Context: an optimization exercise on an open-source flow, tuned for small area and a short achievable clock period. The choices shown serve that exercise and are no tape-out recipe. No functional check of the RTL was part of any run shown here.

--- flow/design.v ---
module dot_product_unit (
  input  logic         clk,
  input  logic [263:0] u,
  input  logic [5:0]   nzc,
  output logic [13:0]  d
);
  logic s1;
  logic c2;
  logic s3;
  logic c4;
  logic s5;
  logic c6;
  logic s7;
  logic c8;
  logic s9;
  logic c10;
  logic s11;
  logic c12;
  logic s13;
  logic c14;
  logic s15;
  logic c16;
  logic s17;
  logic c18;
  logic s19;
  logic c20;
  logic s21;
  logic c22;
  logic s23;
  logic c24;
  logic s25;
  logic c26;
  logic s27;
  logic c28;
  logic s29;
  logic c30;
  logic s31;
  logic c32;
  logic s33;
  logic c34;
  logic s35;
  logic c36;
  logic s37;
  logic c38;
  logic s39;
  logic c40;
  logic s41;
  logic c42;
  logic s43;
  logic c44;
  logic s45;
  logic c46;
  logic s47;
  logic c48;
  logic s49;
  logic c50;
  logic s51;
  logic c52;
  logic s53;
  logic c54;
  logic s55;
  logic c56;
  logic s57;
  logic c58;
  logic s59;
  logic c60;
  logic s61;
  logic c62;
  logic s63;
  logic c64;
  logic s65;
  logic c66;
  logic s67;
  logic c68;
  logic s69;
  logic c70;
  logic s71;
  logic c72;
  logic s73;
  logic c74;
  logic s75;
  logic c76;
  logic s77;
  logic c78;
  logic s79;
  logic c80;
  logic s81;
  logic c82;
  logic s83;
  logic c84;
  logic s85;
  logic c86;
  logic s87;
  logic c88;
  logic s89;
  logic c90;
  logic s91;
  logic c92;
  logic s93;
  logic c94;
  logic s95;
  logic c96;
  logic s97;
  logic c98;
  logic s99;
  logic c100;
  logic s101;
  logic c102;
  logic s103;
  logic c104;
  logic s105;
  logic c106;
  logic s107;
  logic c108;
  logic s109;
  logic c110;
  logic s111;
  logic c112;
  logic s113;
  logic c114;
  logic s115;
  logic c116;
  logic s117;
  logic c118;
  logic s119;
  logic c120;
  logic s121;
  logic c122;
  logic s123;
  logic c124;
  logic s125;
  logic c126;
  logic s127;
  logic c128;
  logic s129;
  logic c130;
  logic s131;
  logic c132;
  logic s133;
  logic c134;
  logic s135;
  logic c136;
  logic s137;
  logic c138;
  logic s139;
  logic c140;
  logic s141;
  logic c142;
  logic s143;
  logic c144;
  logic s145;
  logic c146;
  logic s147;
  logic c148;
  logic s149;
  logic c150;
  logic s151;
  logic c152;
  logic s153;
  logic c154;
  logic s155;
  logic c156;
  logic s157;
  logic c158;
  logic s159;
  logic c160;
  logic s161;
  logic c162;
  logic s163;
  logic c164;
  logic s165;
  logic c166;
  logic s167;
  logic c168;
  logic s169;
  logic c170;
  logic s171;
  logic c172;
  logic s173;
  logic c174;
  logic s175;
  logic c176;
  logic s177;
  logic c178;
  logic s179;
  logic c180;
  logic s181;
  logic c182;
  logic s183;
  logic c184;
  logic s185;
  logic c186;
  logic s187;
  logic c188;
  logic s189;
  logic c190;
  logic s191;
  logic c192;
  logic s193;
  logic c194;
  logic s195;
  logic c196;
  logic s197;
  logic c198;
  logic s199;
  logic c200;
  logic s201;
  logic c202;
  logic s203;
  logic c204;
  logic s205;
  logic c206;
  logic s207;
  logic c208;
  logic s209;
  logic c210;
  logic s211;
  logic c212;
  logic s213;
  logic c214;
  logic s215;
  logic c216;
  logic s217;
  logic c218;
  logic s219;
  logic c220;
  logic s221;
  logic c222;
  logic s223;
  logic c224;
  logic s225;
  logic c226;
  logic s227;
  logic c228;
  logic s229;
  logic c230;
  logic s231;
  logic c232;
  logic s233;
  logic c234;
  logic s235;
  logic c236;
  logic s237;
  logic c238;
  logic s239;
  logic c240;
  logic s241;
  logic c242;
  logic s243;
  logic c244;
  logic s245;
  logic c246;
  logic s247;
  logic c248;
  logic s249;
  logic c250;
  logic s251;
  logic c252;
  logic s253;
  logic c254;
  logic s255;
  logic c256;
  logic s257;
  logic c258;
  logic s259;
  logic c260;
  logic s261;
  logic c262;
  logic s263;
  logic c264;
  logic s265;
  logic c266;
  logic s267;
  logic c268;
  logic s269;
  logic c270;
  logic s271;
  logic c272;
  logic s273;
  logic c274;
  logic s275;
  logic c276;
  logic s277;
  logic c278;
  logic s279;
  logic c280;
  logic s281;
  logic c282;
  logic s283;
  logic c284;
  logic s285;
  logic c286;
  logic s287;
  logic c288;
  logic s289;
  logic c290;
  logic s291;
  logic c292;
  logic s293;
  logic c294;
  logic s295;
  logic c296;
  logic s297;
  logic c298;
  logic s299;
  logic c300;
  logic s301;
  logic c302;
  logic s303;
  logic c304;
  logic s305;
  logic c306;
  logic s307;
  logic c308;
  logic s309;
  logic c310;
  logic s311;
  logic c312;
  logic s313;
  logic c314;
  logic s315;
  logic c316;
  logic s317;
  logic c318;
  logic s319;
  logic c320;
  logic s321;
  logic c322;
  logic s323;
  logic c324;
  logic s325;
  logic c326;
  logic s327;
  logic c328;
  logic s329;
  logic c330;
  logic s331;
  logic c332;
  logic s333;
  logic c334;
  logic s335;
  logic c336;
  logic s337;
  logic c338;
  logic s339;
  logic c340;
  logic s341;
  logic c342;
  logic s343;
  logic c344;
  logic s345;
  logic c346;
  logic s347;
  logic c348;
  logic s349;
  logic c350;
  logic s351;
  logic c352;
  logic s353;
  logic c354;
  logic s355;
  logic c356;
  logic s357;
  logic c358;
  logic s359;
  logic c360;
  logic s361;
  logic c362;
  logic s363;
  logic c364;
  logic s365;
  logic c366;
  logic s367;
  logic c368;
  logic s369;
  logic c370;
  logic s371;
  logic c372;
  logic s373;
  logic c374;
  logic s375;
  logic c376;
  logic s377;
  logic c378;
  logic s379;
  logic c380;
  logic s381;
  logic c382;
  logic s383;
  logic c384;
  logic s385;
  logic c386;
  logic s387;
  logic c388;
  logic s389;
  logic c390;
  logic s391;
  logic c392;
  logic s393;
  logic c394;
  logic s395;
  logic c396;
  logic s397;
  logic c398;
  logic s399;
  logic c400;
  logic s401;
  logic c402;
  logic s403;
  logic c404;
  logic s405;
  logic c406;
  logic s407;
  logic c408;
  logic s409;
  logic c410;
  logic s411;
  logic c412;
  logic s413;
  logic c414;
  logic s415;
  logic c416;
  logic s417;
  logic c418;
  logic s419;
  logic c420;
  logic s421;
  logic c422;
  logic s423;
  logic c424;
  logic s425;
  logic c426;
  logic s427;
  logic c428;
  logic s429;
  logic c430;
  logic s431;
  logic c432;
  logic s433;
  logic c434;
  logic s435;
  logic c436;
  logic s437;
  logic c438;
  logic s439;
  logic c440;
  logic s441;
  logic c442;
  logic s443;
  logic c444;
  logic s445;
  logic c446;
  logic s447;
  logic c448;
  logic s449;
  logic c450;
  logic s451;
  logic c452;
  logic s453;
  logic c454;
  logic s455;
  logic c456;
  logic s457;
  logic c458;
  logic s459;
  logic c460;
  logic s461;
  logic c462;
  logic s463;
  logic c464;
  logic s465;
  logic c466;
  logic s467;
  logic c468;
  logic s469;
  logic c470;
  logic s471;
  logic c472;
  logic s473;
  logic c474;
  logic s475;
  logic c476;
  logic s477;
  logic c478;
  logic s479;
  logic c480;
  logic s481;
  logic c482;
  logic s483;
  logic c484;
  logic s485;
  logic c486;
  logic s487;
  logic c488;
  logic s489;
  logic c490;
  logic s491;
  logic c492;
  logic s493;
  logic c494;
  logic s495;
  logic c496;
  logic s497;
  logic c498;
  logic s499;
  logic c500;
  logic s501;
  logic c502;
  logic s503;
  logic c504;
  logic s505;
  logic c506;
  logic s507;
  logic c508;
  logic s509;
  logic c510;
  logic s511;
  logic c512;
  logic s513;
  logic c514;
  logic s515;
  logic c516;
  logic s517;
  logic c518;
  logic s519;
  logic c520;
  logic s521;
  logic c522;
  logic s523;
  logic c524;
  logic s525;
  logic c526;
  logic s527;
  logic c528;
  logic s529;
  logic c530;
  logic s531;
  logic c532;
  logic p0_0;
  logic p0_1;
  logic p0_2;
  logic p0_3;
  logic p0_4;
  logic p0_5;
  logic p1_0;
  logic p1_1;
  logic p1_2;
  logic p1_3;
  logic p1_4;
  logic p1_5;
  logic p2_0;
  logic p2_1;
  logic p2_2;
  logic p2_3;
  logic p2_4;
  logic p2_5;
  logic p3_0;
  logic p3_1;
  logic p3_2;
  logic p3_3;
  logic p3_4;
  logic p3_5;
  logic p4_0;
  logic p4_1;
  logic p4_2;
  logic p4_3;
  logic p4_4;
  logic p4_5;
  logic p5_0;
  logic p5_1;
  logic p5_2;
  logic p5_3;
  logic p5_4;
  logic p5_5;
  logic p6_0;
  logic p6_1;
  logic p6_2;
  logic p6_3;
  logic p6_4;
  logic p6_5;
  logic p7_0;
  logic p7_1;
  logic p7_2;
  logic p7_3;
  logic p7_4;
  logic p7_5;
  logic p8_0;
  logic p8_1;
  logic p8_2;
  logic p8_3;
  logic p8_4;
  logic p8_5;
  logic p9_0;
  logic p9_1;
  logic p9_2;
  logic p9_3;
  logic p9_4;
  logic p9_5;
  logic p10_0;
  logic p10_1;
  logic p10_2;
  logic p10_3;
  assign s1 = u[0] ^ u[8] ^ u[16];
  assign c2 = (u[0] & u[8]) | (u[0] & u[16]) | (u[8] & u[16]);
  assign s3 = u[24] ^ u[32] ^ u[40];
  assign c4 = (u[24] & u[32]) | (u[24] & u[40]) | (u[32] & u[40]);
  assign s5 = u[48] ^ u[56] ^ u[64];
  assign c6 = (u[48] & u[56]) | (u[48] & u[64]) | (u[56] & u[64]);
  assign s7 = u[1] ^ u[9] ^ u[17];
  assign c8 = (u[1] & u[9]) | (u[1] & u[17]) | (u[9] & u[17]);
  assign s9 = u[25] ^ u[33] ^ u[41];
  assign c10 = (u[25] & u[33]) | (u[25] & u[41]) | (u[33] & u[41]);
  assign s11 = u[49] ^ u[57] ^ u[65];
  assign c12 = (u[49] & u[57]) | (u[49] & u[65]) | (u[57] & u[65]);
  assign s13 = u[73] ^ u[81] ^ u[89];
  assign c14 = (u[73] & u[81]) | (u[73] & u[89]) | (u[81] & u[89]);
  assign s15 = u[97] ^ u[105];
  assign c16 = u[97] & u[105];
  assign s17 = u[2] ^ u[10] ^ u[18];
  assign c18 = (u[2] & u[10]) | (u[2] & u[18]) | (u[10] & u[18]);
  assign s19 = u[26] ^ u[34] ^ u[42];
  assign c20 = (u[26] & u[34]) | (u[26] & u[42]) | (u[34] & u[42]);
  assign s21 = u[50] ^ u[58] ^ u[66];
  assign c22 = (u[50] & u[58]) | (u[50] & u[66]) | (u[58] & u[66]);
  assign s23 = u[74] ^ u[82] ^ u[90];
  assign c24 = (u[74] & u[82]) | (u[74] & u[90]) | (u[82] & u[90]);
  assign s25 = u[98] ^ u[106] ^ u[114];
  assign c26 = (u[98] & u[106]) | (u[98] & u[114]) | (u[106] & u[114]);
  assign s27 = u[122] ^ u[130];
  assign c28 = u[122] & u[130];
  assign s29 = u[3] ^ u[11] ^ u[19];
  assign c30 = (u[3] & u[11]) | (u[3] & u[19]) | (u[11] & u[19]);
  assign s31 = u[27] ^ u[35] ^ u[43];
  assign c32 = (u[27] & u[35]) | (u[27] & u[43]) | (u[35] & u[43]);
  assign s33 = u[51] ^ u[59] ^ u[67];
  assign c34 = (u[51] & u[59]) | (u[51] & u[67]) | (u[59] & u[67]);
  assign s35 = u[75] ^ u[83] ^ u[91];
  assign c36 = (u[75] & u[83]) | (u[75] & u[91]) | (u[83] & u[91]);
  assign s37 = u[99] ^ u[107] ^ u[115];
  assign c38 = (u[99] & u[107]) | (u[99] & u[115]) | (u[107] & u[115]);
  assign s39 = u[123] ^ u[131] ^ u[139];
  assign c40 = (u[123] & u[131]) | (u[123] & u[139]) | (u[131] & u[139]);
  assign s41 = u[4] ^ u[12] ^ u[20];
  assign c42 = (u[4] & u[12]) | (u[4] & u[20]) | (u[12] & u[20]);
  assign s43 = u[28] ^ u[36] ^ u[44];
  assign c44 = (u[28] & u[36]) | (u[28] & u[44]) | (u[36] & u[44]);
  assign s45 = u[52] ^ u[60] ^ u[68];
  assign c46 = (u[52] & u[60]) | (u[52] & u[68]) | (u[60] & u[68]);
  assign s47 = u[76] ^ u[84] ^ u[92];
  assign c48 = (u[76] & u[84]) | (u[76] & u[92]) | (u[84] & u[92]);
  assign s49 = u[100] ^ u[108] ^ u[116];
  assign c50 = (u[100] & u[108]) | (u[100] & u[116]) | (u[108] & u[116]);
  assign s51 = u[124] ^ u[132] ^ u[140];
  assign c52 = (u[124] & u[132]) | (u[124] & u[140]) | (u[132] & u[140]);
  assign s53 = u[5] ^ u[13] ^ u[21];
  assign c54 = (u[5] & u[13]) | (u[5] & u[21]) | (u[13] & u[21]);
  assign s55 = u[29] ^ u[37] ^ u[45];
  assign c56 = (u[29] & u[37]) | (u[29] & u[45]) | (u[37] & u[45]);
  assign s57 = u[53] ^ u[61] ^ u[69];
  assign c58 = (u[53] & u[61]) | (u[53] & u[69]) | (u[61] & u[69]);
  assign s59 = u[77] ^ u[85] ^ u[93];
  assign c60 = (u[77] & u[85]) | (u[77] & u[93]) | (u[85] & u[93]);
  assign s61 = u[101] ^ u[109] ^ u[117];
  assign c62 = (u[101] & u[109]) | (u[101] & u[117]) | (u[109] & u[117]);
  assign s63 = u[125] ^ u[133] ^ u[141];
  assign c64 = (u[125] & u[133]) | (u[125] & u[141]) | (u[133] & u[141]);
  assign s65 = u[6] ^ u[14] ^ u[22];
  assign c66 = (u[6] & u[14]) | (u[6] & u[22]) | (u[14] & u[22]);
  assign s67 = u[30] ^ u[38] ^ u[46];
  assign c68 = (u[30] & u[38]) | (u[30] & u[46]) | (u[38] & u[46]);
  assign s69 = u[54] ^ u[62] ^ u[70];
  assign c70 = (u[54] & u[62]) | (u[54] & u[70]) | (u[62] & u[70]);
  assign s71 = u[78] ^ u[86] ^ u[94];
  assign c72 = (u[78] & u[86]) | (u[78] & u[94]) | (u[86] & u[94]);
  assign s73 = u[102] ^ u[110] ^ u[118];
  assign c74 = (u[102] & u[110]) | (u[102] & u[118]) | (u[110] & u[118]);
  assign s75 = u[126] ^ u[134];
  assign c76 = u[126] & u[134];
  assign s77 = u[7] ^ u[15] ^ u[23];
  assign c78 = (u[7] & u[15]) | (u[7] & u[23]) | (u[15] & u[23]);
  assign s79 = u[31] ^ u[39] ^ u[47];
  assign c80 = (u[31] & u[39]) | (u[31] & u[47]) | (u[39] & u[47]);
  assign s81 = u[55] ^ u[63] ^ u[71];
  assign c82 = (u[55] & u[63]) | (u[55] & u[71]) | (u[63] & u[71]);
  assign s83 = u[79] ^ u[87] ^ u[95];
  assign c84 = (u[79] & u[87]) | (u[79] & u[95]) | (u[87] & u[95]);
  assign s85 = u[103] ^ u[111] ^ u[119];
  assign c86 = (u[103] & u[111]) | (u[103] & u[119]) | (u[111] & u[119]);
  assign s87 = u[127] ^ u[135] ^ u[143];
  assign c88 = (u[127] & u[135]) | (u[127] & u[143]) | (u[135] & u[143]);
  assign s89 = s1 ^ s3 ^ s5;
  assign c90 = (s1 & s3) | (s1 & s5) | (s3 & s5);
  assign s91 = u[72] ^ u[80] ^ u[88];
  assign c92 = (u[72] & u[80]) | (u[72] & u[88]) | (u[80] & u[88]);
  assign s93 = u[96] ^ u[104] ^ u[112];
  assign c94 = (u[96] & u[104]) | (u[96] & u[112]) | (u[104] & u[112]);
  assign s95 = u[120] ^ u[128] ^ u[136];
  assign c96 = (u[120] & u[128]) | (u[120] & u[136]) | (u[128] & u[136]);
  assign s97 = u[144] ^ u[152];
  assign c98 = u[144] & u[152];
  assign s99 = c2 ^ c4 ^ c6;
  assign c100 = (c2 & c4) | (c2 & c6) | (c4 & c6);
  assign s101 = s7 ^ s9 ^ s11;
  assign c102 = (s7 & s9) | (s7 & s11) | (s9 & s11);
  assign s103 = s13 ^ s15 ^ u[113];
  assign c104 = (s13 & s15) | (s13 & u[113]) | (s15 & u[113]);
  assign s105 = u[121] ^ u[129] ^ u[137];
  assign c106 = (u[121] & u[129]) | (u[121] & u[137]) | (u[129] & u[137]);
  assign s107 = u[145] ^ u[153] ^ u[161];
  assign c108 = (u[145] & u[153]) | (u[145] & u[161]) | (u[153] & u[161]);
  assign s109 = u[169] ^ u[177] ^ u[185];
  assign c110 = (u[169] & u[177]) | (u[169] & u[185]) | (u[177] & u[185]);
  assign s111 = u[193] ^ u[201] ^ u[209];
  assign c112 = (u[193] & u[201]) | (u[193] & u[209]) | (u[201] & u[209]);
  assign s113 = c8 ^ c10 ^ c12;
  assign c114 = (c8 & c10) | (c8 & c12) | (c10 & c12);
  assign s115 = c14 ^ c16 ^ s17;
  assign c116 = (c14 & c16) | (c14 & s17) | (c16 & s17);
  assign s117 = s19 ^ s21 ^ s23;
  assign c118 = (s19 & s21) | (s19 & s23) | (s21 & s23);
  assign s119 = s25 ^ s27 ^ u[138];
  assign c120 = (s25 & s27) | (s25 & u[138]) | (s27 & u[138]);
  assign s121 = u[146] ^ u[154] ^ u[162];
  assign c122 = (u[146] & u[154]) | (u[146] & u[162]) | (u[154] & u[162]);
  assign s123 = u[170] ^ u[178] ^ u[186];
  assign c124 = (u[170] & u[178]) | (u[170] & u[186]) | (u[178] & u[186]);
  assign s125 = u[194] ^ u[202] ^ u[210];
  assign c126 = (u[194] & u[202]) | (u[194] & u[210]) | (u[202] & u[210]);
  assign s127 = u[218] ^ u[226] ^ u[234];
  assign c128 = (u[218] & u[226]) | (u[218] & u[234]) | (u[226] & u[234]);
  assign s129 = c18 ^ c20 ^ c22;
  assign c130 = (c18 & c20) | (c18 & c22) | (c20 & c22);
  assign s131 = c24 ^ c26 ^ c28;
  assign c132 = (c24 & c26) | (c24 & c28) | (c26 & c28);
  assign s133 = s29 ^ s31 ^ s33;
  assign c134 = (s29 & s31) | (s29 & s33) | (s31 & s33);
  assign s135 = s35 ^ s37 ^ s39;
  assign c136 = (s35 & s37) | (s35 & s39) | (s37 & s39);
  assign s137 = u[147] ^ u[155] ^ u[163];
  assign c138 = (u[147] & u[155]) | (u[147] & u[163]) | (u[155] & u[163]);
  assign s139 = u[171] ^ u[179] ^ u[187];
  assign c140 = (u[171] & u[179]) | (u[171] & u[187]) | (u[179] & u[187]);
  assign s141 = u[195] ^ u[203] ^ u[211];
  assign c142 = (u[195] & u[203]) | (u[195] & u[211]) | (u[203] & u[211]);
  assign s143 = u[219] ^ u[227] ^ u[235];
  assign c144 = (u[219] & u[227]) | (u[219] & u[235]) | (u[227] & u[235]);
  assign s145 = u[243] ^ u[251];
  assign c146 = u[243] & u[251];
  assign s147 = c30 ^ c32 ^ c34;
  assign c148 = (c30 & c32) | (c30 & c34) | (c32 & c34);
  assign s149 = c36 ^ c38 ^ c40;
  assign c150 = (c36 & c38) | (c36 & c40) | (c38 & c40);
  assign s151 = s41 ^ s43 ^ s45;
  assign c152 = (s41 & s43) | (s41 & s45) | (s43 & s45);
  assign s153 = s47 ^ s49 ^ s51;
  assign c154 = (s47 & s49) | (s47 & s51) | (s49 & s51);
  assign s155 = u[148] ^ u[156] ^ u[164];
  assign c156 = (u[148] & u[156]) | (u[148] & u[164]) | (u[156] & u[164]);
  assign s157 = u[172] ^ u[180] ^ u[188];
  assign c158 = (u[172] & u[180]) | (u[172] & u[188]) | (u[180] & u[188]);
  assign s159 = u[196] ^ u[204] ^ u[212];
  assign c160 = (u[196] & u[204]) | (u[196] & u[212]) | (u[204] & u[212]);
  assign s161 = u[220] ^ u[228] ^ u[236];
  assign c162 = (u[220] & u[228]) | (u[220] & u[236]) | (u[228] & u[236]);
  assign s163 = u[244] ^ u[252] ^ u[260];
  assign c164 = (u[244] & u[252]) | (u[244] & u[260]) | (u[252] & u[260]);
  assign s165 = c42 ^ c44 ^ c46;
  assign c166 = (c42 & c44) | (c42 & c46) | (c44 & c46);
  assign s167 = c48 ^ c50 ^ c52;
  assign c168 = (c48 & c50) | (c48 & c52) | (c50 & c52);
  assign s169 = s53 ^ s55 ^ s57;
  assign c170 = (s53 & s55) | (s53 & s57) | (s55 & s57);
  assign s171 = s59 ^ s61 ^ s63;
  assign c172 = (s59 & s61) | (s59 & s63) | (s61 & s63);
  assign s173 = u[149] ^ u[157] ^ u[165];
  assign c174 = (u[149] & u[157]) | (u[149] & u[165]) | (u[157] & u[165]);
  assign s175 = u[173] ^ u[181] ^ u[189];
  assign c176 = (u[173] & u[181]) | (u[173] & u[189]) | (u[181] & u[189]);
  assign s177 = u[197] ^ u[205] ^ u[213];
  assign c178 = (u[197] & u[205]) | (u[197] & u[213]) | (u[205] & u[213]);
  assign s179 = u[221] ^ u[229] ^ u[237];
  assign c180 = (u[221] & u[229]) | (u[221] & u[237]) | (u[229] & u[237]);
  assign s181 = u[245] ^ u[253] ^ u[261];
  assign c182 = (u[245] & u[253]) | (u[245] & u[261]) | (u[253] & u[261]);
  assign s183 = c54 ^ c56 ^ c58;
  assign c184 = (c54 & c56) | (c54 & c58) | (c56 & c58);
  assign s185 = c60 ^ c62 ^ c64;
  assign c186 = (c60 & c62) | (c60 & c64) | (c62 & c64);
  assign s187 = s65 ^ s67 ^ s69;
  assign c188 = (s65 & s67) | (s65 & s69) | (s67 & s69);
  assign s189 = s71 ^ s73 ^ s75;
  assign c190 = (s71 & s73) | (s71 & s75) | (s73 & s75);
  assign s191 = u[142] ^ u[150] ^ u[158];
  assign c192 = (u[142] & u[150]) | (u[142] & u[158]) | (u[150] & u[158]);
  assign s193 = u[166] ^ u[174] ^ u[182];
  assign c194 = (u[166] & u[174]) | (u[166] & u[182]) | (u[174] & u[182]);
  assign s195 = u[190] ^ u[198] ^ u[206];
  assign c196 = (u[190] & u[198]) | (u[190] & u[206]) | (u[198] & u[206]);
  assign s197 = u[214] ^ u[222] ^ u[230];
  assign c198 = (u[214] & u[222]) | (u[214] & u[230]) | (u[222] & u[230]);
  assign s199 = u[238] ^ u[246] ^ u[254];
  assign c200 = (u[238] & u[246]) | (u[238] & u[254]) | (u[246] & u[254]);
  assign s201 = c66 ^ c68 ^ c70;
  assign c202 = (c66 & c68) | (c66 & c70) | (c68 & c70);
  assign s203 = c72 ^ c74 ^ c76;
  assign c204 = (c72 & c74) | (c72 & c76) | (c74 & c76);
  assign s205 = s77 ^ s79 ^ s81;
  assign c206 = (s77 & s79) | (s77 & s81) | (s79 & s81);
  assign s207 = s83 ^ s85 ^ s87;
  assign c208 = (s83 & s85) | (s83 & s87) | (s85 & s87);
  assign s209 = u[151] ^ u[159] ^ u[167];
  assign c210 = (u[151] & u[159]) | (u[151] & u[167]) | (u[159] & u[167]);
  assign s211 = u[175] ^ u[183] ^ u[191];
  assign c212 = (u[175] & u[183]) | (u[175] & u[191]) | (u[183] & u[191]);
  assign s213 = u[199] ^ u[207] ^ u[215];
  assign c214 = (u[199] & u[207]) | (u[199] & u[215]) | (u[207] & u[215]);
  assign s215 = u[223] ^ u[231] ^ u[239];
  assign c216 = (u[223] & u[231]) | (u[223] & u[239]) | (u[231] & u[239]);
  assign s217 = u[247] ^ u[255] ^ u[263];
  assign c218 = (u[247] & u[255]) | (u[247] & u[263]) | (u[255] & u[263]);
  assign s219 = s89 ^ s91 ^ s93;
  assign c220 = (s89 & s91) | (s89 & s93) | (s91 & s93);
  assign s221 = s95 ^ s97 ^ u[160];
  assign c222 = (s95 & s97) | (s95 & u[160]) | (s97 & u[160]);
  assign s223 = u[168] ^ u[176] ^ u[184];
  assign c224 = (u[168] & u[176]) | (u[168] & u[184]) | (u[176] & u[184]);
  assign s225 = c90 ^ c92 ^ c94;
  assign c226 = (c90 & c92) | (c90 & c94) | (c92 & c94);
  assign s227 = c96 ^ c98 ^ s99;
  assign c228 = (c96 & c98) | (c96 & s99) | (c98 & s99);
  assign s229 = s101 ^ s103 ^ s105;
  assign c230 = (s101 & s103) | (s101 & s105) | (s103 & s105);
  assign s231 = s107 ^ s109 ^ s111;
  assign c232 = (s107 & s109) | (s107 & s111) | (s109 & s111);
  assign s233 = u[217] ^ u[225];
  assign c234 = u[217] & u[225];
  assign s235 = c100 ^ c102 ^ c104;
  assign c236 = (c100 & c102) | (c100 & c104) | (c102 & c104);
  assign s237 = c106 ^ c108 ^ c110;
  assign c238 = (c106 & c108) | (c106 & c110) | (c108 & c110);
  assign s239 = c112 ^ s113 ^ s115;
  assign c240 = (c112 & s113) | (c112 & s115) | (s113 & s115);
  assign s241 = s117 ^ s119 ^ s121;
  assign c242 = (s117 & s119) | (s117 & s121) | (s119 & s121);
  assign s243 = s123 ^ s125 ^ s127;
  assign c244 = (s123 & s125) | (s123 & s127) | (s125 & s127);
  assign s245 = u[242] ^ u[250];
  assign c246 = u[242] & u[250];
  assign s247 = c114 ^ c116 ^ c118;
  assign c248 = (c114 & c116) | (c114 & c118) | (c116 & c118);
  assign s249 = c120 ^ c122 ^ c124;
  assign c250 = (c120 & c122) | (c120 & c124) | (c122 & c124);
  assign s251 = c126 ^ c128 ^ s129;
  assign c252 = (c126 & c128) | (c126 & s129) | (c128 & s129);
  assign s253 = s131 ^ s133 ^ s135;
  assign c254 = (s131 & s133) | (s131 & s135) | (s133 & s135);
  assign s255 = s137 ^ s139 ^ s141;
  assign c256 = (s137 & s139) | (s137 & s141) | (s139 & s141);
  assign s257 = s143 ^ s145 ^ u[259];
  assign c258 = (s143 & s145) | (s143 & u[259]) | (s145 & u[259]);
  assign s259 = c130 ^ c132 ^ c134;
  assign c260 = (c130 & c132) | (c130 & c134) | (c132 & c134);
  assign s261 = c136 ^ c138 ^ c140;
  assign c262 = (c136 & c138) | (c136 & c140) | (c138 & c140);
  assign s263 = c142 ^ c144 ^ c146;
  assign c264 = (c142 & c144) | (c142 & c146) | (c144 & c146);
  assign s265 = s147 ^ s149 ^ s151;
  assign c266 = (s147 & s149) | (s147 & s151) | (s149 & s151);
  assign s267 = s153 ^ s155 ^ s157;
  assign c268 = (s153 & s155) | (s153 & s157) | (s155 & s157);
  assign s269 = s159 ^ s161 ^ s163;
  assign c270 = (s159 & s161) | (s159 & s163) | (s161 & s163);
  assign s271 = c148 ^ c150 ^ c152;
  assign c272 = (c148 & c150) | (c148 & c152) | (c150 & c152);
  assign s273 = c154 ^ c156 ^ c158;
  assign c274 = (c154 & c156) | (c154 & c158) | (c156 & c158);
  assign s275 = c160 ^ c162 ^ c164;
  assign c276 = (c160 & c162) | (c160 & c164) | (c162 & c164);
  assign s277 = s165 ^ s167 ^ s169;
  assign c278 = (s165 & s167) | (s165 & s169) | (s167 & s169);
  assign s279 = s171 ^ s173 ^ s175;
  assign c280 = (s171 & s173) | (s171 & s175) | (s173 & s175);
  assign s281 = s177 ^ s179 ^ s181;
  assign c282 = (s177 & s179) | (s177 & s181) | (s179 & s181);
  assign s283 = c166 ^ c168 ^ c170;
  assign c284 = (c166 & c168) | (c166 & c170) | (c168 & c170);
  assign s285 = c172 ^ c174 ^ c176;
  assign c286 = (c172 & c174) | (c172 & c176) | (c174 & c176);
  assign s287 = c178 ^ c180 ^ c182;
  assign c288 = (c178 & c180) | (c178 & c182) | (c180 & c182);
  assign s289 = s183 ^ s185 ^ s187;
  assign c290 = (s183 & s185) | (s183 & s187) | (s185 & s187);
  assign s291 = s189 ^ s191 ^ s193;
  assign c292 = (s189 & s191) | (s189 & s193) | (s191 & s193);
  assign s293 = s195 ^ s197 ^ s199;
  assign c294 = (s195 & s197) | (s195 & s199) | (s197 & s199);
  assign s295 = c184 ^ c186 ^ c188;
  assign c296 = (c184 & c186) | (c184 & c188) | (c186 & c188);
  assign s297 = c190 ^ c192 ^ c194;
  assign c298 = (c190 & c192) | (c190 & c194) | (c192 & c194);
  assign s299 = c196 ^ c198 ^ c200;
  assign c300 = (c196 & c198) | (c196 & c200) | (c198 & c200);
  assign s301 = s201 ^ s203 ^ s205;
  assign c302 = (s201 & s203) | (s201 & s205) | (s203 & s205);
  assign s303 = s207 ^ s209 ^ s211;
  assign c304 = (s207 & s209) | (s207 & s211) | (s209 & s211);
  assign s305 = s213 ^ s215 ^ s217;
  assign c306 = (s213 & s215) | (s213 & s217) | (s215 & s217);
  assign s307 = c202 ^ c204 ^ c206;
  assign c308 = (c202 & c204) | (c202 & c206) | (c204 & c206);
  assign s309 = c208 ^ c210 ^ c212;
  assign c310 = (c208 & c210) | (c208 & c212) | (c210 & c212);
  assign s311 = c214 ^ c216 ^ c218;
  assign c312 = (c214 & c216) | (c214 & c218) | (c216 & c218);
  assign s313 = c78 ^ c80 ^ c82;
  assign c314 = (c78 & c80) | (c78 & c82) | (c80 & c82);
  assign s315 = c84 ^ c86;
  assign c316 = c84 & c86;
  assign s317 = s219 ^ s221 ^ s223;
  assign c318 = (s219 & s221) | (s219 & s223) | (s221 & s223);
  assign s319 = u[192] ^ u[200] ^ u[208];
  assign c320 = (u[192] & u[200]) | (u[192] & u[208]) | (u[200] & u[208]);
  assign s321 = c220 ^ c222 ^ c224;
  assign c322 = (c220 & c222) | (c220 & c224) | (c222 & c224);
  assign s323 = s225 ^ s227 ^ s229;
  assign c324 = (s225 & s227) | (s225 & s229) | (s227 & s229);
  assign s325 = s231 ^ s233 ^ u[233];
  assign c326 = (s231 & s233) | (s231 & u[233]) | (s233 & u[233]);
  assign s327 = c226 ^ c228 ^ c230;
  assign c328 = (c226 & c228) | (c226 & c230) | (c228 & c230);
  assign s329 = c232 ^ c234 ^ s235;
  assign c330 = (c232 & c234) | (c232 & s235) | (c234 & s235);
  assign s331 = s237 ^ s239 ^ s241;
  assign c332 = (s237 & s239) | (s237 & s241) | (s239 & s241);
  assign s333 = s243 ^ s245;
  assign c334 = s243 & s245;
  assign s335 = c236 ^ c238 ^ c240;
  assign c336 = (c236 & c238) | (c236 & c240) | (c238 & c240);
  assign s337 = c242 ^ c244 ^ c246;
  assign c338 = (c242 & c244) | (c242 & c246) | (c244 & c246);
  assign s339 = s247 ^ s249 ^ s251;
  assign c340 = (s247 & s249) | (s247 & s251) | (s249 & s251);
  assign s341 = s253 ^ s255 ^ s257;
  assign c342 = (s253 & s255) | (s253 & s257) | (s255 & s257);
  assign s343 = c248 ^ c250 ^ c252;
  assign c344 = (c248 & c250) | (c248 & c252) | (c250 & c252);
  assign s345 = c254 ^ c256 ^ c258;
  assign c346 = (c254 & c256) | (c254 & c258) | (c256 & c258);
  assign s347 = s259 ^ s261 ^ s263;
  assign c348 = (s259 & s261) | (s259 & s263) | (s261 & s263);
  assign s349 = s265 ^ s267 ^ s269;
  assign c350 = (s265 & s267) | (s265 & s269) | (s267 & s269);
  assign s351 = c260 ^ c262 ^ c264;
  assign c352 = (c260 & c262) | (c260 & c264) | (c262 & c264);
  assign s353 = c266 ^ c268 ^ c270;
  assign c354 = (c266 & c268) | (c266 & c270) | (c268 & c270);
  assign s355 = s271 ^ s273 ^ s275;
  assign c356 = (s271 & s273) | (s271 & s275) | (s273 & s275);
  assign s357 = s277 ^ s279 ^ s281;
  assign c358 = (s277 & s279) | (s277 & s281) | (s279 & s281);
  assign s359 = c272 ^ c274 ^ c276;
  assign c360 = (c272 & c274) | (c272 & c276) | (c274 & c276);
  assign s361 = c278 ^ c280 ^ c282;
  assign c362 = (c278 & c280) | (c278 & c282) | (c280 & c282);
  assign s363 = s283 ^ s285 ^ s287;
  assign c364 = (s283 & s285) | (s283 & s287) | (s285 & s287);
  assign s365 = s289 ^ s291 ^ s293;
  assign c366 = (s289 & s291) | (s289 & s293) | (s291 & s293);
  assign s367 = c284 ^ c286 ^ c288;
  assign c368 = (c284 & c286) | (c284 & c288) | (c286 & c288);
  assign s369 = c290 ^ c292 ^ c294;
  assign c370 = (c290 & c292) | (c290 & c294) | (c292 & c294);
  assign s371 = s295 ^ s297 ^ s299;
  assign c372 = (s295 & s297) | (s295 & s299) | (s297 & s299);
  assign s373 = s301 ^ s303 ^ s305;
  assign c374 = (s301 & s303) | (s301 & s305) | (s303 & s305);
  assign s375 = c296 ^ c298 ^ c300;
  assign c376 = (c296 & c298) | (c296 & c300) | (c298 & c300);
  assign s377 = c302 ^ c304 ^ c306;
  assign c378 = (c302 & c304) | (c302 & c306) | (c304 & c306);
  assign s379 = s307 ^ s309 ^ s311;
  assign c380 = (s307 & s309) | (s307 & s311) | (s309 & s311);
  assign s381 = s313 ^ s315 ^ c88;
  assign c382 = (s313 & s315) | (s313 & c88) | (s315 & c88);
  assign s383 = c308 ^ c310;
  assign c384 = c308 & c310;
  assign s385 = s317 ^ s319 ^ u[216];
  assign c386 = (s317 & s319) | (s317 & u[216]) | (s319 & u[216]);
  assign s387 = u[224] ^ u[232];
  assign c388 = u[224] & u[232];
  assign s389 = c318 ^ c320 ^ s321;
  assign c390 = (c318 & c320) | (c318 & s321) | (c320 & s321);
  assign s391 = s323 ^ s325 ^ u[241];
  assign c392 = (s323 & s325) | (s323 & u[241]) | (s325 & u[241]);
  assign s393 = u[249] ^ u[257];
  assign c394 = u[249] & u[257];
  assign s395 = c322 ^ c324 ^ c326;
  assign c396 = (c322 & c324) | (c322 & c326) | (c324 & c326);
  assign s397 = s327 ^ s329 ^ s331;
  assign c398 = (s327 & s329) | (s327 & s331) | (s329 & s331);
  assign s399 = s333 ^ u[258] ^ nzc[2];
  assign c400 = (s333 & u[258]) | (s333 & nzc[2]) | (u[258] & nzc[2]);
  assign s401 = c328 ^ c330 ^ c332;
  assign c402 = (c328 & c330) | (c328 & c332) | (c330 & c332);
  assign s403 = c334 ^ s335 ^ s337;
  assign c404 = (c334 & s335) | (c334 & s337) | (s335 & s337);
  assign s405 = s339 ^ s341 ^ nzc[3];
  assign c406 = (s339 & s341) | (s339 & nzc[3]) | (s341 & nzc[3]);
  assign s407 = c336 ^ c338 ^ c340;
  assign c408 = (c336 & c338) | (c336 & c340) | (c338 & c340);
  assign s409 = c342 ^ s343 ^ s345;
  assign c410 = (c342 & s343) | (c342 & s345) | (s343 & s345);
  assign s411 = s347 ^ s349 ^ nzc[4];
  assign c412 = (s347 & s349) | (s347 & nzc[4]) | (s349 & nzc[4]);
  assign s413 = c344 ^ c346 ^ c348;
  assign c414 = (c344 & c346) | (c344 & c348) | (c346 & c348);
  assign s415 = c350 ^ s351 ^ s353;
  assign c416 = (c350 & s351) | (c350 & s353) | (s351 & s353);
  assign s417 = s355 ^ s357 ^ nzc[5];
  assign c418 = (s355 & s357) | (s355 & nzc[5]) | (s357 & nzc[5]);
  assign s419 = c352 ^ c354 ^ c356;
  assign c420 = (c352 & c354) | (c352 & c356) | (c354 & c356);
  assign s421 = c358 ^ s359 ^ s361;
  assign c422 = (c358 & s359) | (c358 & s361) | (s359 & s361);
  assign s423 = s363 ^ s365 ^ u[262];
  assign c424 = (s363 & s365) | (s363 & u[262]) | (s365 & u[262]);
  assign s425 = c360 ^ c362 ^ c364;
  assign c426 = (c360 & c362) | (c360 & c364) | (c362 & c364);
  assign s427 = c366 ^ s367 ^ s369;
  assign c428 = (c366 & s367) | (c366 & s369) | (s367 & s369);
  assign s429 = s371 ^ s373 ^ 1'b1;
  assign c430 = (s371 & s373) | (s371 & 1'b1) | (s373 & 1'b1);
  assign s431 = c368 ^ c370 ^ c372;
  assign c432 = (c368 & c370) | (c368 & c372) | (c370 & c372);
  assign s433 = c374 ^ s375 ^ s377;
  assign c434 = (c374 & s375) | (c374 & s377) | (s375 & s377);
  assign s435 = s379 ^ s381 ^ 1'b1;
  assign c436 = (s379 & s381) | (s379 & 1'b1) | (s381 & 1'b1);
  assign s437 = c376 ^ c378 ^ c380;
  assign c438 = (c376 & c378) | (c376 & c380) | (c378 & c380);
  assign s439 = c382 ^ s383 ^ c312;
  assign c440 = (c382 & s383) | (c382 & c312) | (s383 & c312);
  assign s441 = c314 ^ c316 ^ 1'b1;
  assign c442 = (c314 & c316) | (c314 & 1'b1) | (c316 & 1'b1);
  always_ff @(posedge clk) begin
    p0_0 <= s385;
    p0_1 <= s387;
    p0_2 <= u[240];
    p0_3 <= u[248];
    p0_4 <= u[256];
    p0_5 <= nzc[0];
    p1_0 <= c386;
    p1_1 <= c388;
    p1_2 <= s389;
    p1_3 <= s391;
    p1_4 <= s393;
    p1_5 <= nzc[1];
    p2_0 <= c390;
    p2_1 <= c392;
    p2_2 <= c394;
    p2_3 <= s395;
    p2_4 <= s397;
    p2_5 <= s399;
    p3_0 <= c396;
    p3_1 <= c398;
    p3_2 <= c400;
    p3_3 <= s401;
    p3_4 <= s403;
    p3_5 <= s405;
    p4_0 <= c402;
    p4_1 <= c404;
    p4_2 <= c406;
    p4_3 <= s407;
    p4_4 <= s409;
    p4_5 <= s411;
    p5_0 <= c408;
    p5_1 <= c410;
    p5_2 <= c412;
    p5_3 <= s413;
    p5_4 <= s415;
    p5_5 <= s417;
    p6_0 <= c414;
    p6_1 <= c416;
    p6_2 <= c418;
    p6_3 <= s419;
    p6_4 <= s421;
    p6_5 <= s423;
    p7_0 <= c420;
    p7_1 <= c422;
    p7_2 <= c424;
    p7_3 <= s425;
    p7_4 <= s427;
    p7_5 <= s429;
    p8_0 <= c426;
    p8_1 <= c428;
    p8_2 <= c430;
    p8_3 <= s431;
    p8_4 <= s433;
    p8_5 <= s435;
    p9_0 <= c432;
    p9_1 <= c434;
    p9_2 <= c436;
    p9_3 <= s437;
    p9_4 <= s439;
    p9_5 <= s441;
    p10_0 <= c438;
    p10_1 <= c440;
    p10_2 <= c442;
    p10_3 <= c384;
  end
  assign s443 = p0_0 ^ p0_1 ^ p0_2;
  assign c444 = (p0_0 & p0_1) | (p0_0 & p0_2) | (p0_1 & p0_2);
  assign s445 = p1_0 ^ p1_1 ^ p1_2;
  assign c446 = (p1_0 & p1_1) | (p1_0 & p1_2) | (p1_1 & p1_2);
  assign s447 = p1_3 ^ p1_4;
  assign c448 = p1_3 & p1_4;
  assign s449 = p2_0 ^ p2_1 ^ p2_2;
  assign c450 = (p2_0 & p2_1) | (p2_0 & p2_2) | (p2_1 & p2_2);
  assign s451 = p2_3 ^ p2_4 ^ p2_5;
  assign c452 = (p2_3 & p2_4) | (p2_3 & p2_5) | (p2_4 & p2_5);
  assign s453 = p3_0 ^ p3_1 ^ p3_2;
  assign c454 = (p3_0 & p3_1) | (p3_0 & p3_2) | (p3_1 & p3_2);
  assign s455 = p3_3 ^ p3_4 ^ p3_5;
  assign c456 = (p3_3 & p3_4) | (p3_3 & p3_5) | (p3_4 & p3_5);
  assign s457 = p4_0 ^ p4_1 ^ p4_2;
  assign c458 = (p4_0 & p4_1) | (p4_0 & p4_2) | (p4_1 & p4_2);
  assign s459 = p4_3 ^ p4_4 ^ p4_5;
  assign c460 = (p4_3 & p4_4) | (p4_3 & p4_5) | (p4_4 & p4_5);
  assign s461 = p5_0 ^ p5_1 ^ p5_2;
  assign c462 = (p5_0 & p5_1) | (p5_0 & p5_2) | (p5_1 & p5_2);
  assign s463 = p5_3 ^ p5_4 ^ p5_5;
  assign c464 = (p5_3 & p5_4) | (p5_3 & p5_5) | (p5_4 & p5_5);
  assign s465 = p6_0 ^ p6_1 ^ p6_2;
  assign c466 = (p6_0 & p6_1) | (p6_0 & p6_2) | (p6_1 & p6_2);
  assign s467 = p6_3 ^ p6_4 ^ p6_5;
  assign c468 = (p6_3 & p6_4) | (p6_3 & p6_5) | (p6_4 & p6_5);
  assign s469 = p7_0 ^ p7_1 ^ p7_2;
  assign c470 = (p7_0 & p7_1) | (p7_0 & p7_2) | (p7_1 & p7_2);
  assign s471 = p7_3 ^ p7_4 ^ p7_5;
  assign c472 = (p7_3 & p7_4) | (p7_3 & p7_5) | (p7_4 & p7_5);
  assign s473 = p8_0 ^ p8_1 ^ p8_2;
  assign c474 = (p8_0 & p8_1) | (p8_0 & p8_2) | (p8_1 & p8_2);
  assign s475 = p8_3 ^ p8_4 ^ p8_5;
  assign c476 = (p8_3 & p8_4) | (p8_3 & p8_5) | (p8_4 & p8_5);
  assign s477 = p9_0 ^ p9_1 ^ p9_2;
  assign c478 = (p9_0 & p9_1) | (p9_0 & p9_2) | (p9_1 & p9_2);
  assign s479 = p9_3 ^ p9_4 ^ p9_5;
  assign c480 = (p9_3 & p9_4) | (p9_3 & p9_5) | (p9_4 & p9_5);
  assign s481 = p10_0 ^ p10_1 ^ p10_2;
  assign c482 = (p10_0 & p10_1) | (p10_0 & p10_2) | (p10_1 & p10_2);
  assign s483 = p10_3 ^ 1'b1;
  assign c484 = p10_3 & 1'b1;
  assign s485 = s443 ^ p0_3;
  assign c486 = s443 & p0_3;
  assign s487 = c444 ^ s445 ^ s447;
  assign c488 = (c444 & s445) | (c444 & s447) | (s445 & s447);
  assign s489 = c446 ^ c448 ^ s449;
  assign c490 = (c446 & c448) | (c446 & s449) | (c448 & s449);
  assign s491 = c450 ^ c452 ^ s453;
  assign c492 = (c450 & c452) | (c450 & s453) | (c452 & s453);
  assign s493 = c454 ^ c456 ^ s457;
  assign c494 = (c454 & c456) | (c454 & s457) | (c456 & s457);
  assign s495 = c458 ^ c460 ^ s461;
  assign c496 = (c458 & c460) | (c458 & s461) | (c460 & s461);
  assign s497 = c462 ^ c464 ^ s465;
  assign c498 = (c462 & c464) | (c462 & s465) | (c464 & s465);
  assign s499 = c466 ^ c468 ^ s469;
  assign c500 = (c466 & c468) | (c466 & s469) | (c468 & s469);
  assign s501 = c470 ^ c472 ^ s473;
  assign c502 = (c470 & c472) | (c470 & s473) | (c472 & s473);
  assign s503 = c474 ^ c476 ^ s477;
  assign c504 = (c474 & c476) | (c474 & s477) | (c476 & s477);
  assign s505 = c478 ^ c480 ^ s481;
  assign c506 = (c478 & c480) | (c478 & s481) | (c480 & s481);
  assign s507 = c482 ^ c484;
  assign c508 = c482 & c484;
  assign s509 = s485 ^ p0_4;
  assign c510 = s485 & p0_4;
  assign s511 = c486 ^ s487 ^ p1_5;
  assign c512 = (c486 & s487) | (c486 & p1_5) | (s487 & p1_5);
  assign s513 = c488 ^ s489 ^ s451;
  assign c514 = (c488 & s489) | (c488 & s451) | (s489 & s451);
  assign s515 = c490 ^ s491 ^ s455;
  assign c516 = (c490 & s491) | (c490 & s455) | (s491 & s455);
  assign s517 = c492 ^ s493 ^ s459;
  assign c518 = (c492 & s493) | (c492 & s459) | (s493 & s459);
  assign s519 = c494 ^ s495 ^ s463;
  assign c520 = (c494 & s495) | (c494 & s463) | (s495 & s463);
  assign s521 = c496 ^ s497 ^ s467;
  assign c522 = (c496 & s497) | (c496 & s467) | (s497 & s467);
  assign s523 = c498 ^ s499 ^ s471;
  assign c524 = (c498 & s499) | (c498 & s471) | (s499 & s471);
  assign s525 = c500 ^ s501 ^ s475;
  assign c526 = (c500 & s501) | (c500 & s475) | (s501 & s475);
  assign s527 = c502 ^ s503 ^ s479;
  assign c528 = (c502 & s503) | (c502 & s479) | (s503 & s479);
  assign s529 = c504 ^ s505 ^ s483;
  assign c530 = (c504 & s505) | (c504 & s483) | (s505 & s483);
  assign s531 = c506 ^ s507 ^ 1'b1;
  assign c532 = (c506 & s507) | (c506 & 1'b1) | (s507 & 1'b1);
  logic [13:0] opa, opb;
  assign opa = {1'b1, c532, c530, c528, c526, c524, c522, c520, c518, c516, c514, c512, c510, s509};
  assign opb = {1'b0, c508, s531, s529, s527, s525, s523, s521, s519, s517, s515, s513, s511, p0_5};
  assign d = opa + opb;
endmodule
module perceptron_bp (
  input  logic        clk,
  input  logic        rst,
  input  logic [31:0] pc,
  input  logic        predict_en,
  output logic        prediction,
  output logic        prediction_valid,
  output logic [15:0] confidence,
  input  logic        train_en,
  input  logic [31:0] train_pc,
  input  logic        actual_taken,
  input  logic        history_update_en,
  input  logic        branch_taken,
  output logic [15:0] prediction_count,
  output logic [15:0] misprediction_count
);
  localparam int N = 8;
  localparam int ROW = 264;
  logic [2:0] pidx, tidx;
  assign pidx = pc[4:2] ^ pc[12:10] ^ pc[20:18];
  assign tidx = train_pc[4:2] ^ train_pc[12:10] ^ train_pc[20:18];
  logic [13:0] conf;             
  logic        mispredicted, small_conf, should_train;
  assign mispredicted = conf[13] ^ ~actual_taken;    
  assign small_conf   = conf[13] ? (&conf[12:4] & (|conf[3:0])) : ~(|conf[12:4]);
  assign should_train = train_en & (mispredicted | small_conf);
  logic [N-1:0]   v;             
  logic [N-1:0]   wsel;          
  logic [N-1:0]   tsel;          
  logic [N-1:0]   psel;          
  logic           pv1, pv2, pvalid;
  logic           at_r;          
  logic           hu_r, hb_r;    
  logic [31:0]    hd;            
  logic [5:0]     nzc;           
  logic [N-1:0][ROW-1:0] w;      
  logic [15:0]    pcnt, mcnt;
  logic [N-1:0] v_next;
  assign v_next = v | wsel;
  always_ff @(posedge clk or posedge rst) begin
    if (rst) begin
      v      <= '0;
      wsel   <= '0;
      pv1    <= 1'b0;
      pv2    <= 1'b0;
      pvalid <= 1'b0;
      hu_r   <= 1'b0;
      hd     <= '0;
      nzc    <= 6'd32;
      pcnt   <= '0;
      mcnt   <= '0;
      conf   <= '0;
    end else begin
      v      <= v_next;
      for (int e = 0; e < N; e++) wsel[e] <= should_train & (tidx == e);
      pv1    <= predict_en;
      pv2    <= pv1;
      pvalid <= pv2;
      hu_r   <= history_update_en;
      if (hu_r) begin
        hd  <= {hd[30:0], hb_r};
        nzc <= nzc + {5'd0, ~hb_r} - {5'd0, ~hd[31]};
      end
      if (train_en) begin
        pcnt <= pcnt + 16'd1;
        if (mispredicted) mcnt <= mcnt + 16'd1;
      end
      if (pv2) conf <= dsum;
    end
  end
  always_ff @(posedge clk) begin
    for (int e = 0; e < N; e++) begin
      tsel[e] <= should_train & (tidx == e) & v_next[e];
      psel[e] <= (pidx == e) & v_next[e];
    end
    at_r <= actual_taken;
    hb_r <= branch_taken;
  end
  logic [ROW-1:0] trow, prow;
  always_comb begin
    trow = '0;
    prow = '0;
    for (int e = 0; e < N; e++) begin
      trow = trow | ({ROW{tsel[e]}} & w[e]);
      prow = prow | ({ROW{psel[e]}} & w[e]);
    end
  end
  function automatic logic [7:0] step(input logic [7:0] x, input logic up);
    if (up) step = (x == 8'h7f) ? x : x + 8'd1;
    else    step = (x == 8'h80) ? x : x - 8'd1;
  endfunction
  logic [ROW-1:0] nrow;
  always_comb begin
    for (int k = 0; k < 32; k++)
      nrow[k*8 +: 8] = step(trow[k*8 +: 8], at_r == hd[k]);
    nrow[256 +: 8] = step(trow[256 +: 8], at_r);
  end
  always_ff @(posedge clk) begin
    for (int e = 0; e < N; e++)
      if (wsel[e]) w[e] <= nrow;
  end
  logic [ROW-1:0] u;
  always_comb begin
    for (int k = 0; k < 32; k++)
      u[k*8 +: 8] = prow[k*8 +: 8] ^ {hd[k], {7{~hd[k]}}};
    u[256 +: 8] = prow[256 +: 8] ^ 8'h80;
  end
  logic [13:0] dsum;
  dot_product_unit dp (.clk(clk), .u(u), .nzc(nzc), .d(dsum));
  assign confidence          = {{2{conf[13]}}, conf};
  assign prediction          = ~conf[13];
  assign prediction_valid    = pvalid;
  assign prediction_count    = pcnt;
  assign misprediction_count = mcnt;
endmodule
--- flow/run.sh ---
#!/bin/bash
# synth_recipe.tcl (not shown) runs the flow's synth.tcl, then flattens the netlist and writes it again
# the make line also repeats each setting of config.mk as NAME=value (left out here)
make -C /OpenROAD-flow-scripts/flow DESIGN_CONFIG=/design/flow/config.mk WORK_HOME=/design/flow/orfs CLKGATE_MAP_FILE= SYNTH_SCRIPT=/design/flow/synth_recipe.tcl finish
--- flow/config.mk ---
export PLATFORM = sky130hd
export DESIGN_NAME = perceptron_bp
export DESIGN_NICKNAME = perceptron_bp
export VERILOG_FILES = /design/flow/design.v
export SDC_FILE = /design/flow/constraint.sdc
export NUM_CORES = 4
export LEC_CHECK = 0
export CAP_MARGIN = 20
export CORE_MARGIN = 2
export CORE_UTILIZATION = 40
export SLEW_MARGIN = 20
--- flow/constraint.sdc ---
create_clock -name core_clock -period 7.0 [get_ports {clk}]
set_input_delay 1.4000 -clock core_clock [delete_from_list [all_inputs] [get_ports {clk}]]
set_output_delay 1.4000 -clock core_clock [all_outputs]
set_load 0.01 [all_outputs]
==> results.sh, run 1 <==
export IMPL_syn_area_um2=116000
export IMPL_grt_antenna_before_repair=6
export IMPL_grt_max_degree=113
export IMPL_synth_fa_ha_area_share_pct=5.77
export IMPL_hold_depth=0
export IMPL_cp_arrival_ps=6000
export IMPL_gp_congestion=0.907
export IMPL_finalCriticalPeriod_ps=5200
export IMPL_dieHeight_um=542
export IMPL_max_slew_margin_pct=20.1
export IMPL_hold_end="pv2"
export IMPL_cts_num_sinks=2298
export IMPL_finalHoldViolCount=0
export IMPL_worstSetupStartpointType="flip-flop"
export IMPL_final_layout_size_suffix_gt1_share_pct=9.71
export IMPL_io_buffers=74
export IMPL_hpwl_mm=219
export IMPL_fmaxAchievable_mhz=192
export IMPL_yosys_warnings=2
export IMPL_area_growth_pct=11.2
export IMPL_crit_top_cell="fa_1"
export IMPL_rr_startpoint="psel[5]"
export IMPL_first_global_vias=83000
export IMPL_antenna_left=0
export IMPL_maxCapViolCount=0
export IMPL_slew_viol_final=0
export IMPL_clk_path_buf_depth=3
export IMPL_ys_ff_latch=2298
export IMPL_clkLatencyLatePin_ps=940
export IMPL_coreArea_um2=288000
export IMPL_nets=9098
export IMPL_status="timing/DRC/antenna clean"
export IMPL_hold_slack_ps=359
export IMPL_critPathCaptureType="flip-flop"
export IMPL_critPathMaxFanout=54
export IMPL_r2r_setup_slack_ps=1800
export IMPL_synth_compound_area_share_pct=17.8
export IMPL_synth_ff_type="edfxtp_1"
export IMPL_timing_rr_end="dp.p5_5"
export IMPL_routed_via_density=6.67
export IMPL_clk_pin_slew_worst_paths_ps=60
export IMPL_fin_setup_tns_ps=0
export IMPL_ctsHoldBuffers=0
export IMPL_num_rows=197
export IMPL_min_from="pv1"
export IMPL_crit_slowest_cell="dfxtp_4"
export IMPL_crit_chain="buf_4 -> buf_12 -> a22oi_1 -> nand4_1 -> xor2_1 -> fa_1 -> fa_1 -> inv_1 -> fa_1 -> inv_1 -> fa_1 -> inv_1"
export IMPL_cts_inserted_buffers=238
export IMPL_design_area_um2=129000
export IMPL_grt_usage_pct=25.3
export IMPL_yosysSeqAreaShare_pct=58.4
export IMPL_synth_edf_count=2112
export IMPL_async_reset_ff_share_pct=4.53
export IMPL_fin_util_pct=44.8
export IMPL_clock_skew_ps=70.1
export IMPL_synth_avg_cell_area_um2=13.3
export IMPL_crit_required_ps=7800
export IMPL_dieArea_um2=294000
export IMPL_die_w_um=542
export IMPL_finalCritPeriodShare_pct=74.3
export IMPL_cts_root_buf="clkbuf_16"
export IMPL_synthXorXnorAreaFrac_pct=4.18
export IMPL_num_vias=84200
export IMPL_initial_core_util_pct=40.2
export IMPL_remaining_drc_errors=0
export IMPL_cts_resized=0
export IMPL_crit_type="reg2reg"
export IMPL_ff2ff_path_depth=12
export IMPL_firstDrtPassIters=10
export IMPL_grt_pass1_wl_mm=559
export IMPL_rsz0062_at_grt="false"
export IMPL_post_dp_cell_area_um2=121000
export IMPL_synth_top_family_by_area="compound AO/OA/AOI/OAI gates"
export IMPL_synth_largest_area_cell="edfxtp_1"
export IMPL_syn_inst=8701
export IMPL_post_drt_wl_per_cell_um=30.5
export IMPL_grt_ovfl_total=0
export IMPL_synth_simple_area_share_pct=8.96
export IMPL_setup_viol=0
export IMPL_synth_most_common_cell="edfxtp_1"
export IMPL_muxShareOfSynthArea_pct=0.982
export IMPL_cts_htree_levels=4
export IMPL_hold_path_class="reg2reg"
export IMPL_drtIter0Drc=12600
export IMPL_cts_setup_buffers=0
export IMPL_synth_commonest_cells="2,112 x edfxtp_1, 2,088 x a22oi_1, 488 x nand4_1, 416 x inv_1, 292 x xnor2_1"
export IMPL_synth_area_leaders="edfxtp_1 55%, a22oi_1 14%, fa_1 4.3%"
export IMPL_io_pins=121
export IMPL_cts_tree="yes"
export IMPL_tightest_slew_ps=1200
export IMPL_drt_wl_total_mm=385
export IMPL_yosysUniqueCellTypes=95
export IMPL_synth_top_area_share_pct=54.7
export IMPL_synth_nets=9159
export IMPL_critPathMaxStageDelay_ps=820
[cells by family (layout without fill, tap and decap cells)]
| group | count (synthesis) | count (layout) |
|---|---|---|
| AO/OA/AOI/OAI | 2803 | 2803 |
| flip-flops | 2298 | 2298 |
| AND/OR/NAND/NOR | 1590 | 1590 |
| buffers and inverters | 962 | 1107 |
| XOR/XNOR | 553 | 553 |
| adder cells (fa/ha/maj) | 387 | 387 |
| multiplexers | 108 | 108 |
| other | 0 | 1 |
[worst max-delay path, delay by kind of cell, from the launching register on]
| kind | cells | cell delay [ps] |
|---|---|---|
| adders and majority gates | 4 | 2130 |
| and+or+nand+nor | 1 | 200 |
| buffers and inverters | 5 | 1190 |
| DFF | 1 | 820 |
| AOI/OAI and AO/OA | 1 | 130 |
| xor gates and xnor gates | 1 | 440 |
[flip-flops by register name (all words and copies together), names as in the netlist, 6 cells and up]
| name | cells |
|---|---|
| conf | 14 |
| hd | 32 |
| mcnt | 16 |
| nzc | 6 |
| pcnt | 16 |
| psel | 8 |
| tsel | 8 |
| v | 8 |
| w | 2112 |
| wsel | 8 |
[metrics by stage]
step	std cells	setup WS (ps)
final	12600	1800
after global placement	12200	1870
after global routing	12600	1690
after CTS	12600	1890
after detailed placement	12200	1900
after floorplan	8701	359
[cells in the final DEF, fill, tap and decap left out, types with 140 or more instances in the layout]
cell type	count
a22oi_1	2088
edfxtp_1	2112
xor2_1	261
a21oi_1	161
nand3_1	170
xnor2_1	291
inv_1	415
clkbuf_16	239
fa_1	247
ha_1	140
nand2_1	170
nand4_1	488
nor2_1	217
[layout make-up]
type	instances	area [um2]
fillers	25300	159000
flip-flops and latches	2298	67800
multi-input cells	5441	43800
clock buffers	304	6330
well taps	3781	4730
repair buffers	244	2890
clock inverters	142	1920
inverters	417	1570
diodes	1	2.50
[per-layer routing]
layer	vias to the layer above	share of wire [%]	global-route usage, %
li1	35000	-	-
met1	42600	40	34.6
met2	5722	45	39.7
met3	949	11	4.52
met4	4	4.3	10.8
met5	-	0.0086	0
[how the worst max path moves through the flow]
stage                  from  endpoint  slack (ps)  cells past startpoint
floorplan           wsel[5]   psel[5]         360                      2
global placement    psel[0]   dp.p3_5        1870                     13
detailed placement  psel[0]   dp.p3_5        1900                     13
CTS                 psel[5]   dp.p5_5        1890                     12
global route        psel[0]   dp.p3_5        1690                     13
finish              psel[5]   dp.p5_5        1800                     12
==> run 2: changes to the inputs <==
--- a/flow/config.mk
+++ b/flow/config.mk
@@ -5,7 +5,9 @@
 export SDC_FILE = /design/flow/constraint.sdc
 export NUM_CORES = 4
 export LEC_CHECK = 0
+export ABC_CLOCK_PERIOD_IN_PS = 3000
 export CAP_MARGIN = 20
 export CORE_MARGIN = 2
 export CORE_UTILIZATION = 40
+export SETUP_SLACK_MARGIN = 3.8
 export SLEW_MARGIN = 20
==> results.sh, run 2 <==
export IMPL_status="timing/DRC/antenna clean"
export IMPL_io_buffers=74
export IMPL_hold_path_class="reg2reg"
export IMPL_cp_arrival_ps=5580
export IMPL_async_reset_ff_share_pct=4.53
export IMPL_syn_area_um2=116000
export IMPL_grt_antenna_before_repair=11
export IMPL_max_slew_margin_pct=9.79
export IMPL_drtIter0Drc=15000
export IMPL_clk_path_buf_depth=4
export IMPL_largest_register_ffs=2112
export IMPL_cts_root_buf="clkbuf_16"
export IMPL_num_vias=90200
export IMPL_critPathCaptureType="flip-flop"
export IMPL_syn_inst=8701
export IMPL_synth_ff_type="edfxtp_1"
export IMPL_synth_edf_count=2112
export IMPL_synth_commonest_cells="2,112 x edfxtp_1, 2,088 x a22oi_1, 488 x nand4_1, 416 x inv_1, 292 x xnor2_1"
export IMPL_crit_chain="buf_16 -> buf_8 -> buf_16 -> a22oi_2 -> nand4_1 -> xor2_2 -> fa_2 -> fa_2 -> inv_2 -> fa_2 -> fa_2 -> inv_2 -> fa_2 -> inv_1"
export IMPL_ys_ff_latch=2298
export IMPL_grt_ovfl_total=0
export IMPL_crit_top_cell="fa_2"
export IMPL_ff2ff_path_depth=14
export IMPL_yosysSeqAreaShare_pct=58.4
export IMPL_ff_latch_area_um2=67800
export IMPL_cts_tree="yes"
export IMPL_initial_core_util_pct=40.2
export IMPL_firstDrtPassIters=9
export IMPL_cts_htree_levels=4
export IMPL_multi_input_area_um2=48600
export IMPL_regMostFlops="w"
export IMPL_grt_max_degree=106
export IMPL_routed_via_density=6.82
export IMPL_timing_rr_end="dp.p4_5"
export IMPL_critPathBufInv=6
export IMPL_fin_setup_tns_ps=0
export IMPL_num_rows=197
export IMPL_finalHoldViolCount=0
export IMPL_final_layout_size_suffix_gt1_share_pct=24.1
export IMPL_hpwl_mm=221
export IMPL_yosys_warnings=2
export IMPL_dieHeight_um=542
export IMPL_worstSetupStartpointType="flip-flop"
export IMPL_hold_slack_ps=361
export IMPL_yosysUniqueCellTypes=95
export IMPL_fin_util_pct=49.2
export IMPL_finalCritPeriodShare_pct=68.1
export IMPL_r2r_setup_slack_ps=2230
export IMPL_slew_viol_final=0
export IMPL_die_w_um=542
export IMPL_antenna_left=0
export IMPL_final_common_cell="edfxtp_1"
export IMPL_critPathMaxStageDelay_ps=560
export IMPL_dieArea_um2=294000
export IMPL_hold_end="pv2"
export IMPL_hold_depth=0
export IMPL_area_growth_pct=22.2
export IMPL_setup_viol=0
export IMPL_layout_common_cells="2,112 x edfxtp_1, 1,898 x a22oi_1, 488 x nand4_1"
export IMPL_maxCapViolCount=0
export IMPL_post_drt_wl_per_cell_um=34.0
export IMPL_finalCriticalPeriod_ps=4770
export IMPL_crit_slowest_cell="fa_2"
export IMPL_tightest_slew_ps=1340
export IMPL_synth_largest_area_cell="edfxtp_1"
export IMPL_clkLatencyLatePin_ps=960
export IMPL_gp_congestion=0.893
export IMPL_grt_usage_pct=28.3
export IMPL_critPathMaxFanout=6
export IMPL_coreArea_um2=288000
export IMPL_nets=9690
export IMPL_synth_top_area_share_pct=54.7
export IMPL_fillCellCount=24200
export IMPL_drt_wl_total_mm=450
export IMPL_fmaxAchievable_mhz=210
export IMPL_cts_inserted_buffers=244
export IMPL_remaining_drc_errors=0
export IMPL_clock_skew_ps=103
export IMPL_cp_top_family="adder cells"
export IMPL_synth_nets=9159
export IMPL_synth_area_leaders="edfxtp_1 55%, a22oi_1 14%, fa_1 4.3%"
export IMPL_rr_startpoint="psel[3]"
export IMPL_first_global_vias=85400
export IMPL_crit_required_ps=7810
export IMPL_cts_num_sinks=2298
export IMPL_io_pins=121
export IMPL_synth_most_common_cell="edfxtp_1"
export IMPL_largestRegisters="w (2112), hd (32)"
export IMPL_rsz0062_at_grt="true"
export IMPL_clk_pin_slew_worst_paths_ps=60
export IMPL_synth_avg_cell_area_um2=13.3
export IMPL_grt_pass1_wl_mm=611
export IMPL_crit_type="reg2reg"
export IMPL_min_from="pv1"
-- run 2: cell counts after synthesis --
No cell type changed its count.
-- run 2: how the worst max path moves through the flow --
stage / startpoint / endpoint / cells past startpoint / slack (ps)
floorplan: wsel[5] / psel[5] / 2 / 3100
global placement: psel[6] / dp.p3_5 / 12 / 1680
detailed placement: psel[6] / dp.p3_5 / 12 / 1700
CTS: psel[3] / dp.p5_5 / 12 / 2390
global route: psel[6] / dp.p2_4 / 14 / 2320
finish: psel[3] / dp.p4_5 / 14 / 2230
-- run 2: layout make-up --
type / instances / area share (%)
well taps: 3781 / 3.34
repair buffers: 829 / 7.62
diodes: 3 / 0.00530
clock inverters: 142 / 1.15
inverters: 417 / 1.12
multi-input cells: 5442 / 34.3
clock buffers: 310 / 4.61
flip-flops and latches: 2298 / 47.8
-- run 2: worst reg2reg max path, cell delays in order (launching register included) --
cell and delay, ps:
dfxtp_4 430, buf_16 200, buf_8 190, buf_16 150, a22oi_2 120, nand4_1 380
xor2_2 400, fa_2 550, fa_2 560, inv_2 60, fa_2 460, fa_2 550
inv_2 40, fa_2 510, inv_1 40
-- run 2: layer usage --
layer,vias up,track usage [%],wire length (um)
met5,-,0,78
li1,36300,-,-
met4,12,13.2,25900
met2,7135,43.0,196000
met1,45400,38.2,167000
met3,1376,6.62,60600
-- run 2: what timing repair did --
| item | CTS | global route |
|---|---|---|
| hold buffers | 0 | 0 |
| setup buffers | 222 | 278 |
| endpoints found under the setup margin | 2226 | 1845 |
| pin swaps | 137 | 271 |
| resized for setup | 562 | 478 |
| gates cloned | 50 | 31 |
-- run 2: cell families after synthesis --
kind of cell / after synthesis / share of synthesized area [%]
muxes: 108 / 0.982
AOI/OAI and AO/OA: 2803 / 17.8
and+or+nand+nor: 1590 / 8.96
DFF: 2298 / 58.4
buffers and inverters: 962 / 3.92
xor gates and xnor gates: 553 / 4.18
adders and majority gates: 387 / 5.77
-- run 2: stage by stage --
stage               setup WS, ps  instances  cell area (um2)
floorplan                   3100       8701           118000
global placement            1680      12200           122000
detailed placement          1700      12200           122000
CTS                         2390      12900           136000
global route                2320      13200           142000
finish                      2230      13200           142000

==> port drivers added, routing unchanged <==
How much do the figures lean on ideal ports? The routed layouts below were timed once more, with nothing changed but the port constraints.
Step 1, drivers: a clkbuf_16 drives clk and a buf_2 each remaining input, both assumed.
Step 2 also shifts input and output timing later by t, the mid clock arrival at the registers, as if the neighbouring blocks saw the same clock.
Slacks: ideal ports / drivers / drivers and shift; pairs: ideal ports / drivers.
| run | t, ns | setup WS [ns] | hold slack, ns |
|---|---|---|---|
| run 1 | 0.999 | 1.798 / 1.798 / 1.798 | 0.359 / 0.359 / 0.359 |
| run 2 | 1.024 | 2.234 / 2.234 / 2.234 | 0.361 / 0.361 / 0.361 |
After both steps every run listed still meets setup and hold.
